Background: an optimization exercise with open tools, aiming at small area, a short achievable clock period and few clock cycles. Do not read the settings as production practice. RTL that was checked went through simulation tests only; none was proved equivalent to the original.

== before ==
==> module divider1, before the edit <==
module divider1(quotient, valid_out, divisor, dividend, valid_in, rst, clk);
  output [63:0] quotient;
  output valid_out;
  input [63:0] divisor, dividend;
  input valid_in, rst, clk;
  localparam int K  = 3;                     
  localparam int DW = 67 + K;                
  localparam int JW = 5;                     
  logic          busy;
  logic          first;   
  logic          vo;
  logic [63:0]   rr;      
  logic [DW-1:0] rd;      
  logic          sbn;     
  logic [63:0]   rq;      
  logic          neg;     
  logic [JW-1:0] cnt;     
  assign valid_out = vo;
  div_neg u_neg(.q(rq), .neg(neg), .y(quotient));
  function automatic logic [6:0] bitlen(input logic [63:0] x);
    bitlen = 7'd0;
    for (int i = 0; i < 64; i++) if (x[i]) bitlen = 7'(i + 1);
  endfunction
  wire        sa = dividend[63];
  wire        sb = divisor[63];
  wire [63:0] ma = sa ? (64'd0 - dividend) : dividend;
  wire [6:0]  la = bitlen({1'b0, dividend[62:0] ^ dividend[63:1]}) + {6'd0, sa};
  wire [6:0]  lb = bitlen({1'b0, divisor[62:0] ^ divisor[63:1]});
  wire        bz = (divisor == 64'd0);
  wire        az = (dividend == 64'd0);
  wire [7:0]  sdiff = {1'b0, la} - {1'b0, lb};
  wire        zq = az | sdiff[7];                  
  wire [6:0]  s  = sdiff[6:0];                     
  function automatic logic [JW-1:0] ncyc(input logic [6:0] x);   
    ncyc = '0;
    for (int i = 0; i < 128; i++) if (x == 7'(i)) ncyc = JW'((i + 1) / K);
  endfunction
  logic [6:0]   sr;     
  wire [JW-1:0] j0 = ncyc(sr);
  logic [DW-1:0] dsh;
  always_comb begin
    dsh = rd;
    for (int k = 0; k < JW; k++) if (first & j0[k]) dsh = dsh << (K << k);
  end
  wire [DW-1:0] deff = dsh ^ {DW{first & sbn}};
  function automatic logic [64:0] addc(input logic [DW-1:0] a, input logic [DW-1:0] b, input logic cin);
    logic [DW:0] g, p, G, P;
    g = {a & b, cin};
    p = {a ^ b, 1'b0};
    G = g; P = p;
    for (int l = 0; (1 << l) < DW + 1; l++) begin
      logic [DW:0] G2, P2;
      G2 = G; P2 = P;
      for (int i = 0; i < DW + 1; i++) begin
        if ((i >> l) & 1) begin
          G2[i] = G[i] | (P[i] & G[((i >> l) << l) - 1]);
          P2[i] = P[i] & P[((i >> l) << l) - 1];
        end
      end
      G = G2; P = P2;
    end
    addc[64] = G[DW];
    for (int i = 0; i < 64; i++) addc[i] = p[i+1] ^ G[i];
  endfunction
  logic [63:0]   rnext;
  logic [K-1:0]  qb;
  always_comb begin
    logic [63:0]   r;
    logic [64:0]   t;
    r = rr;
    for (int j = 0; j < K; j++) begin
      if (j == 0) t = addc({{(DW-64){1'b0}}, r}, ~rd, ~sbn);
      else        t = addc({{(DW-64){1'b0}}, r}, ~(deff >> j), ~sbn);
      qb[K-1-j] = t[64] & ~(j == 0 && first);
      if (qb[K-1-j]) r = t[63:0];
    end
    rnext = r;
  end
  wire last = ((first ? j0 : cnt) == '0);
  always_ff @(posedge clk) begin
    if (rst) begin
      busy <= 1'b0;
      vo   <= 1'b0;
    end else if (!busy) begin
      busy <= valid_in & ~(zq | bz);
      vo   <= valid_in & (zq | bz);
    end else begin
      busy <= ~last;
      vo   <= last;
    end
  end
  always_ff @(posedge clk) begin
    if (!busy) begin
      first <= 1'b1;
      rr    <= ma;
      rd    <= {{(DW-64){sb}}, divisor} << (K - 1);
      sr    <= s;
      sbn   <= sb;
      rq    <= {63'd0, bz};
      neg   <= bz ? ~sa : (sa ^ sb);
    end else begin
      first <= 1'b0;
      rr    <= rnext;
      rd    <= deff >> K;
      cnt   <= (first ? j0 : cnt) - 1'b1;
      rq    <= {rq[63-K:0], qb};
    end
  end
endmodule
Settings: LEC_CHECK=0, CAP_MARGIN=20, CORE_MARGIN=2, CORE_UTILIZATION=40, SLEW_MARGIN=20, SYNTH_HIERARCHICAL=1; clock period 32.0 ns.
standard.sh (not shown) runs the stock make flow with config.mk's settings and CLKGATE_MAP_FILE= SYNTH_SCRIPT=/design/flow/synth_recipe.tcl, a recipe that flattens the netlist after the stock synthesis.
==> flow/flow/run.sh <==
#!/bin/bash
# Own flow: the standard layout (standard synthesis, floorplan, placement,
# CTS, routing); only the timing repair is asked to leave a setup margin,
# and port buffers use another buffer cell. Clock and constraints unchanged.
set -e
bash standard.sh SETUP_SLACK_MARGIN=21 "BUFFER_PORTS_ARGS=-buffer_cell sky130_fd_sc_hd__buf_2" finish > standard_finish.log 2>&1
Input changes introduced in after (baseline for comparison: before):
--- a/flow/design.v
+++ b/flow/design.v
@@ -64,28 +64,38 @@
   logic [63:0]   rq;      
   logic          neg;     
   logic [JW-1:0] cnt;     
-  assign valid_out = vo;
+  assign valid_out = vo | quick;
   div_neg u_neg(.q(rq), .neg(neg), .y(quotient));
-  function automatic logic [6:0] bitlen(input logic [63:0] x);
-    bitlen = 7'd0;
-    for (int i = 0; i < 64; i++) if (x[i]) bitlen = 7'(i + 1);
+  function automatic logic [6:0] msb(input logic [63:0] x);
+    logic [63:0] v; logic [5:0] p [64];
+    for (int i = 0; i < 64; i++) begin v[i] = x[i]; p[i] = 6'(i); end
+    for (int l = 0; l < 6; l++) begin
+      for (int i = 0; i < (32 >> l); i++) begin
+        p[i] = v[2*i+1] ? p[2*i+1] : p[2*i];
+        v[i] = v[2*i+1] | v[2*i];
+      end
+    end
+    msb = {v[0], p[0]};
   endfunction
   wire        sa = dividend[63];
   wire        sb = divisor[63];
   wire [63:0] ma = sa ? (64'd0 - dividend) : dividend;
-  wire [6:0]  la = bitlen({1'b0, dividend[62:0] ^ dividend[63:1]}) + {6'd0, sa};
-  wire [6:0]  lb = bitlen({1'b0, divisor[62:0] ^ divisor[63:1]});
+  wire [6:0]  ta = msb({1'b0, dividend[62:0] ^ dividend[63:1]});
+  wire [6:0]  tb = msb({1'b0, divisor[62:0] ^ divisor[63:1]});
+  wire [7:0]  ia = ta[6] ? {2'b0, ta[5:0]} : 8'hff;
+  wire [7:0]  nib = tb[6] ? ~{2'b0, tb[5:0]} : 8'h00;    
+  wire [7:0]  t  = ia + nib + {7'd0, sa};
   wire        bz = (divisor == 64'd0);
   wire        az = (dividend == 64'd0);
-  wire [7:0]  sdiff = {1'b0, la} - {1'b0, lb};
-  wire        zq = az | sdiff[7];                  
-  wire [6:0]  s  = sdiff[6:0];                     
+  logic [7:0]   tr;          
+  logic         azr, bzr;    
+  wire        zq = azr | (tr[7] & (tr != 8'hff));     
+  wire        quick = first & (zq | bzr);              
   function automatic logic [JW-1:0] ncyc(input logic [6:0] x);   
     ncyc = '0;
-    for (int i = 0; i < 128; i++) if (x == 7'(i)) ncyc = JW'((i + 1) / K);
+    for (int i = 0; i < 128; i++) if (x == 7'(i)) ncyc = JW'((((i + 1) % 128) + 1) / K);
   endfunction
-  logic [6:0]   sr;     
-  wire [JW-1:0] j0 = ncyc(sr);
+  wire [JW-1:0] j0 = ncyc(tr[6:0]);
   logic [DW-1:0] dsh;
   always_comb begin
     dsh = rd;
@@ -128,27 +138,30 @@
   wire last = ((first ? j0 : cnt) == '0);
   always_ff @(posedge clk) begin
     if (rst) begin
-      busy <= 1'b0;
-      vo   <= 1'b0;
+      busy  <= 1'b0;
+      first <= 1'b0;
+      vo    <= 1'b0;
     end else if (!busy) begin
-      busy <= valid_in & ~(zq | bz);
-      vo   <= valid_in & (zq | bz);
+      busy  <= valid_in;
+      first <= valid_in;
+      vo    <= 1'b0;
     end else begin
-      busy <= ~last;
-      vo   <= last;
+      busy  <= ~last & ~quick;
+      first <= 1'b0;
+      vo    <= last & ~quick;
     end
   end
   always_ff @(posedge clk) begin
     if (!busy) begin
-      first <= 1'b1;
       rr    <= ma;
       rd    <= {{(DW-64){sb}}, divisor} << (K - 1);
-      sr    <= s;
+      tr    <= t;
+      azr   <= az;
+      bzr   <= bz;
       sbn   <= sb;
       rq    <= {63'd0, bz};
       neg   <= bz ? ~sa : (sa ^ sb);
     end else begin
-      first <= 1'b0;
       rr    <= rnext;
       rd    <= deff >> K;
       cnt   <= (first ? j0 : cnt) - 1'b1;
==> run summary <==
On setup slack, after does better than before.
Looking at transition at the pin with the smallest max-transition slack, after sits 0.13 ns higher than before does.
Re complex-gate fraction of the synthesized area: after is 0.95 points up on before.
In after the non-clock buffer total of the final layout turned out about 0.33% higher than in before.
The critical path depth reported for after is smaller than that of before by 33%.
[after] clock skew rose 0.019 ns relative to before
Re share of post-route cells with drive strength above 1: before was higher than after.
Testbench counts of after, summed over its fixed seeds: cycles 6,098.
Only the layout flow was run in before; the RTL was not checked for function there.

---

Setup of run B:
divider1, a different RTL version from the one above (not shown whole).
Size in the first run: ~3500 cells after synthesis, ~210 flip-flops, about 200 I/O pins, ~27000 µm² of cells after synthesis.
==> module divider1, before the edit <==
module divider1(quotient, valid_out, divisor, dividend, valid_in, rst, clk);
  output [63:0] quotient;
  output valid_out;
  input [63:0] divisor, dividend;
  input valid_in, rst, clk;
  localparam int K  = 3;                     
  localparam int DW = 67 + K;                
  localparam int JW = 5;                     
  logic          busy;
  logic          first;   
  logic          vo;      
  logic [63:0]   rr;      
  logic [DW-1:0] nd;      
  logic [7:0]    tr;      
  logic          azr;     
  logic          bzr;     
  logic          sbn;     
  logic [63:0]   rq;      
  logic          neg;     
  wire        sa = dividend[63];
  wire        sb = divisor[63];
  wire [63:0] ma;
  wire [7:0]  t;
  wire        az, bz;
  div_abs u_abs(.a(dividend), .y(ma));
  div_len u_len(.a(dividend), .b(divisor), .t(t), .az(az), .bz(bz));
  wire zq = azr | (tr[7] & (tr != 8'hff));      
  wire quick = first & (zq | bzr);              
  wire [JW-1:0] j0;
  div_ncyc #(.K(K), .JW(JW)) u_ncyc(.x(tr[6:0]), .j(j0));
  wire [JW-1:0] cnow = first ? j0 : tr[JW-1:0];
  wire          last = (cnow == '0);
  assign valid_out = vo | quick;
  div_neg u_neg(.q(rq), .neg(neg), .y(quotient));
  logic [DW-1:0] dsh;
  always_comb begin
    dsh = nd;
    for (int k = 0; k < JW; k++) if (first & j0[k]) dsh = (dsh << (K << k)) | ~({DW{1'b1}} << (K << k));
  end
  wire [DW-1:0] ndeff = dsh ^ {DW{first & sbn}};    
  function automatic logic [64:0] addc(input logic [DW-1:0] a, input logic [DW-1:0] b, input logic cin);
    logic [DW:0] g, p, G, P;
    g = {a & b, cin};
    p = {a ^ b, 1'b0};
    G = g; P = p;
    for (int l = 0; (1 << l) < DW + 1; l++) begin
      logic [DW:0] G2, P2;
      G2 = G; P2 = P;
      for (int i = 0; i < DW + 1; i++) begin
        if ((i >> l) & 1) begin
          G2[i] = G[i] | (P[i] & G[((i >> l) << l) - 1]);
          P2[i] = P[i] & P[((i >> l) << l) - 1];
        end
      end
      G = G2; P = P2;
    end
    addc[64] = G[DW];
    for (int i = 0; i < 64; i++) addc[i] = p[i+1] ^ G[i];
  endfunction
  logic [63:0]   rnext;
  logic [K-1:0]  qb;
  always_comb begin
    logic [63:0]   r;
    logic [64:0]   s;
    r = rr;
    for (int j = 0; j < K; j++) begin
      if (j == 0) s = addc({{(DW-64){1'b0}}, r}, nd, ~sbn);
      else        s = addc({{(DW-64){1'b0}}, r}, ~(~ndeff >> j), ~sbn);
      qb[K-1-j] = s[64] & ~(j == 0 && first);
      if (qb[K-1-j]) r = s[63:0];
    end
    rnext = r;
  end
  always_ff @(posedge clk) begin
    if (rst) begin
      busy  <= 1'b0;
      first <= 1'b0;
      vo    <= 1'b0;
    end else if (!busy) begin
      busy  <= valid_in;
      first <= valid_in;
      vo    <= 1'b0;
    end else begin
      busy  <= ~last & ~quick;
      first <= 1'b0;
      vo    <= last & ~quick;
    end
  end
  always_ff @(posedge clk) begin
    if (!busy) begin
      rr    <= ma;
      nd    <= ~({{(DW-64){sb}}, divisor} << (K - 1));
      tr    <= t;
      azr   <= az;
      bzr   <= bz;
      sbn   <= sb;
      rq    <= {63'd0, bz};
      neg   <= bz ? ~sa : (sa ^ sb);
    end else begin
      rr    <= rnext;
      nd    <= ~(~ndeff >> K);
      tr    <= 8'(cnow - 1'b1);
      rq    <= {rq[63-K:0], qb};
    end
  end
endmodule
Settings: LEC_CHECK=0, CAP_MARGIN=20, CORE_MARGIN=2, CORE_UTILIZATION=40, SLEW_MARGIN=20, SYNTH_HIERARCHICAL=1; clock period 32.0 ns.
==> flow/flow/run.sh <==
#!/bin/bash
# Own flow: the standard layout (standard synthesis, floorplan, placement,
# CTS, routing); only the timing repair is asked to leave a setup margin,
# and port buffers use another buffer cell. Clock and constraints unchanged.
set -e
bash standard.sh SETUP_SLACK_MARGIN=21.7 "BUFFER_PORTS_ARGS=-buffer_cell sky130_fd_sc_hd__buf_1" finish > standard_finish.log 2>&1
For run P, these inputs were changed with respect to run B:
--- a/flow/design.v
+++ b/flow/design.v
@@ -55,34 +55,32 @@
   localparam int K  = 3;                     
   localparam int DW = 67 + K;                
   localparam int JW = 5;                     
   logic          busy;
   logic          first;   
-  logic          vo;      
+  logic          vo;
   logic [63:0]   rr;      
   logic [DW-1:0] nd;      
-  logic [7:0]    tr;      
-  logic          azr;     
-  logic          bzr;     
   logic          sbn;     
   logic [63:0]   rq;      
   logic          neg;     
+  logic [JW-1:0] cnt;     
+  assign valid_out = vo | quick;
+  div_neg u_neg(.q(rq), .neg(neg), .y(quotient));
   wire        sa = dividend[63];
   wire        sb = divisor[63];
   wire [63:0] ma;
+  div_abs u_abs(.a(dividend), .y(ma));
   wire [7:0]  t;
   wire        az, bz;
-  div_abs u_abs(.a(dividend), .y(ma));
   div_len u_len(.a(dividend), .b(divisor), .t(t), .az(az), .bz(bz));
-  wire zq = azr | (tr[7] & (tr != 8'hff));      
-  wire quick = first & (zq | bzr);              
+  logic [7:0]   tr;          
+  logic         azr, bzr;    
+  wire        zq = azr | (tr[7] & (tr != 8'hff));     
+  wire        quick = first & (zq | bzr);              
   wire [JW-1:0] j0;
   div_ncyc #(.K(K), .JW(JW)) u_ncyc(.x(tr[6:0]), .j(j0));
-  wire [JW-1:0] cnow = first ? j0 : tr[JW-1:0];
-  wire          last = (cnow == '0);
-  assign valid_out = vo | quick;
-  div_neg u_neg(.q(rq), .neg(neg), .y(quotient));
   logic [DW-1:0] dsh;
   always_comb begin
     dsh = nd;
     for (int k = 0; k < JW; k++) if (first & j0[k]) dsh = (dsh << (K << k)) | ~({DW{1'b1}} << (K << k));
   end
@@ -108,20 +106,21 @@
   endfunction
   logic [63:0]   rnext;
   logic [K-1:0]  qb;
   always_comb begin
     logic [63:0]   r;
-    logic [64:0]   s;
+    logic [64:0]   t;
     r = rr;
     for (int j = 0; j < K; j++) begin
-      if (j == 0) s = addc({{(DW-64){1'b0}}, r}, nd, ~sbn);
-      else        s = addc({{(DW-64){1'b0}}, r}, ~(~ndeff >> j), ~sbn);
-      qb[K-1-j] = s[64] & ~(j == 0 && first);
-      if (qb[K-1-j]) r = s[63:0];
+      if (j == 0) t = addc({{(DW-64){1'b0}}, r}, nd, ~sbn);
+      else        t = addc({{(DW-64){1'b0}}, r}, ~(~ndeff >> j), ~sbn);
+      qb[K-1-j] = t[64] & ~(j == 0 && first);
+      if (qb[K-1-j]) r = t[63:0];
     end
     rnext = r;
   end
+  wire last = ((first ? j0 : cnt) == '0);
   always_ff @(posedge clk) begin
     if (rst) begin
       busy  <= 1'b0;
       first <= 1'b0;
       vo    <= 1'b0;
@@ -146,17 +145,17 @@
       rq    <= {63'd0, bz};
       neg   <= bz ? ~sa : (sa ^ sb);
     end else begin
       rr    <= rnext;
       nd    <= ~(~ndeff >> K);
-      tr    <= 8'(cnow - 1'b1);
+      cnt   <= (first ? j0 : cnt) - 1'b1;
       rq    <= {rq[63-K:0], qb};
     end
   end
 endmodule
-module div_abs(input [63:0] a, output [63:0] y);
-  assign y = a[63] ? (64'd0 - a) : a;
+module div_neg(input [63:0] q, input neg, output [63:0] y);
+  assign y = neg ? (64'd0 - q) : q;
 endmodule
 module div_len(input [63:0] a, input [63:0] b, output [7:0] t, output az, output bz);
   function automatic logic [6:0] msb(input logic [63:0] x);
     logic [63:0] v; logic [5:0] p [64];
     for (int i = 0; i < 64; i++) begin v[i] = x[i]; p[i] = 6'(i); end
@@ -181,12 +180,12 @@
   always_comb begin
     j = '0;
     for (int i = 0; i < 128; i++) if (x == 7'(i)) j = JW'((((i + 1) % 128) + 1) / K);
   end
 endmodule
-module div_neg(input [63:0] q, input neg, output [63:0] y);
-  assign y = neg ? (64'd0 - q) : q;
+module div_abs(input [63:0] a, output [63:0] y);
+  assign y = a[63] ? (64'd0 - a) : a;
 endmodule
 module full_adder(S, Cout, A, B, Cin);
 	output S, Cout;
 	input A, B, Cin;
 	wire AB, AC, BC;
## What came out
Run P finished every step from synthesis to the final layout, and the layout passed the timing, DRC and antenna checks. Diff run B -> run P: fill cell total of the finished layout rose 5.2%, global routing usage summed across all routing layers fell 0.94 points. Run P vs. run B: first-iteration DRC count went down; multi-input logic portion of the cell area went up; critical path depth went down. Run P vs run B, total detailed-routing wirelength went down by 2.4 mm. Of run P and run B, run B shows the higher met3 layer usage reported by global route, with run P below it. Run P ended up with a lower starting density of the core than run B did. Compared with run B, placement density in the core of run P is lower. Of the two values seen for start point of the critical path, dividend[48] was produced by run P and nd[11] by run B.
Testbench counts of run P, summed over its fixed seeds: cycles 6,098.
Function not checked in run B: the RTL went through the layout flow alone.

## separate check: timing with driven ports
The flow's constraints put no driver on any port. The routed layouts listed below were extracted and timed again, unchanged, in two steps.
Step 1 (the two cells are an assumption about what drives the block):
set clk [get_ports {clk}]
set_driving_cell -lib_cell sky130_fd_sc_hd__clkbuf_16 $clk
set_driving_cell -lib_cell sky130_fd_sc_hd__buf_2 [delete_from_list [all_inputs] $clk]
Step 2 times the ports against the registers' clock, not the clock port: input delays grow and output delays shrink by t, the midpoint of the rising clock arrivals with the driver on.
Three values: ideal ports, drivers, drivers and shift; two values: the first two.
run	t, ns	setup slack, ns	hold slack, ns	worst setup path after step 2	worst data-port slew with drivers (ns)
before	0.643	21.166 / 21.179 / 20.536	0.489 / 0.489 / 0.489	input to register	0.08
after	0.665	21.292 / 21.325 / 20.660	0.512 / 0.512 / 0.512	input to register	0.06
run B	0.652	21.860 / 21.860 / 21.254	0.508 / 0.508 / 0.508	input to register	0.10
run P	0.651	21.904 / 21.943 / 21.292	0.512 / 0.512 / 0.512	input to register	0.07
After both steps every run listed still meets setup and hold. For after, which loses most, drivers alone change the setup slack by +0.033 ns; drivers and shift together by -0.632 ns.
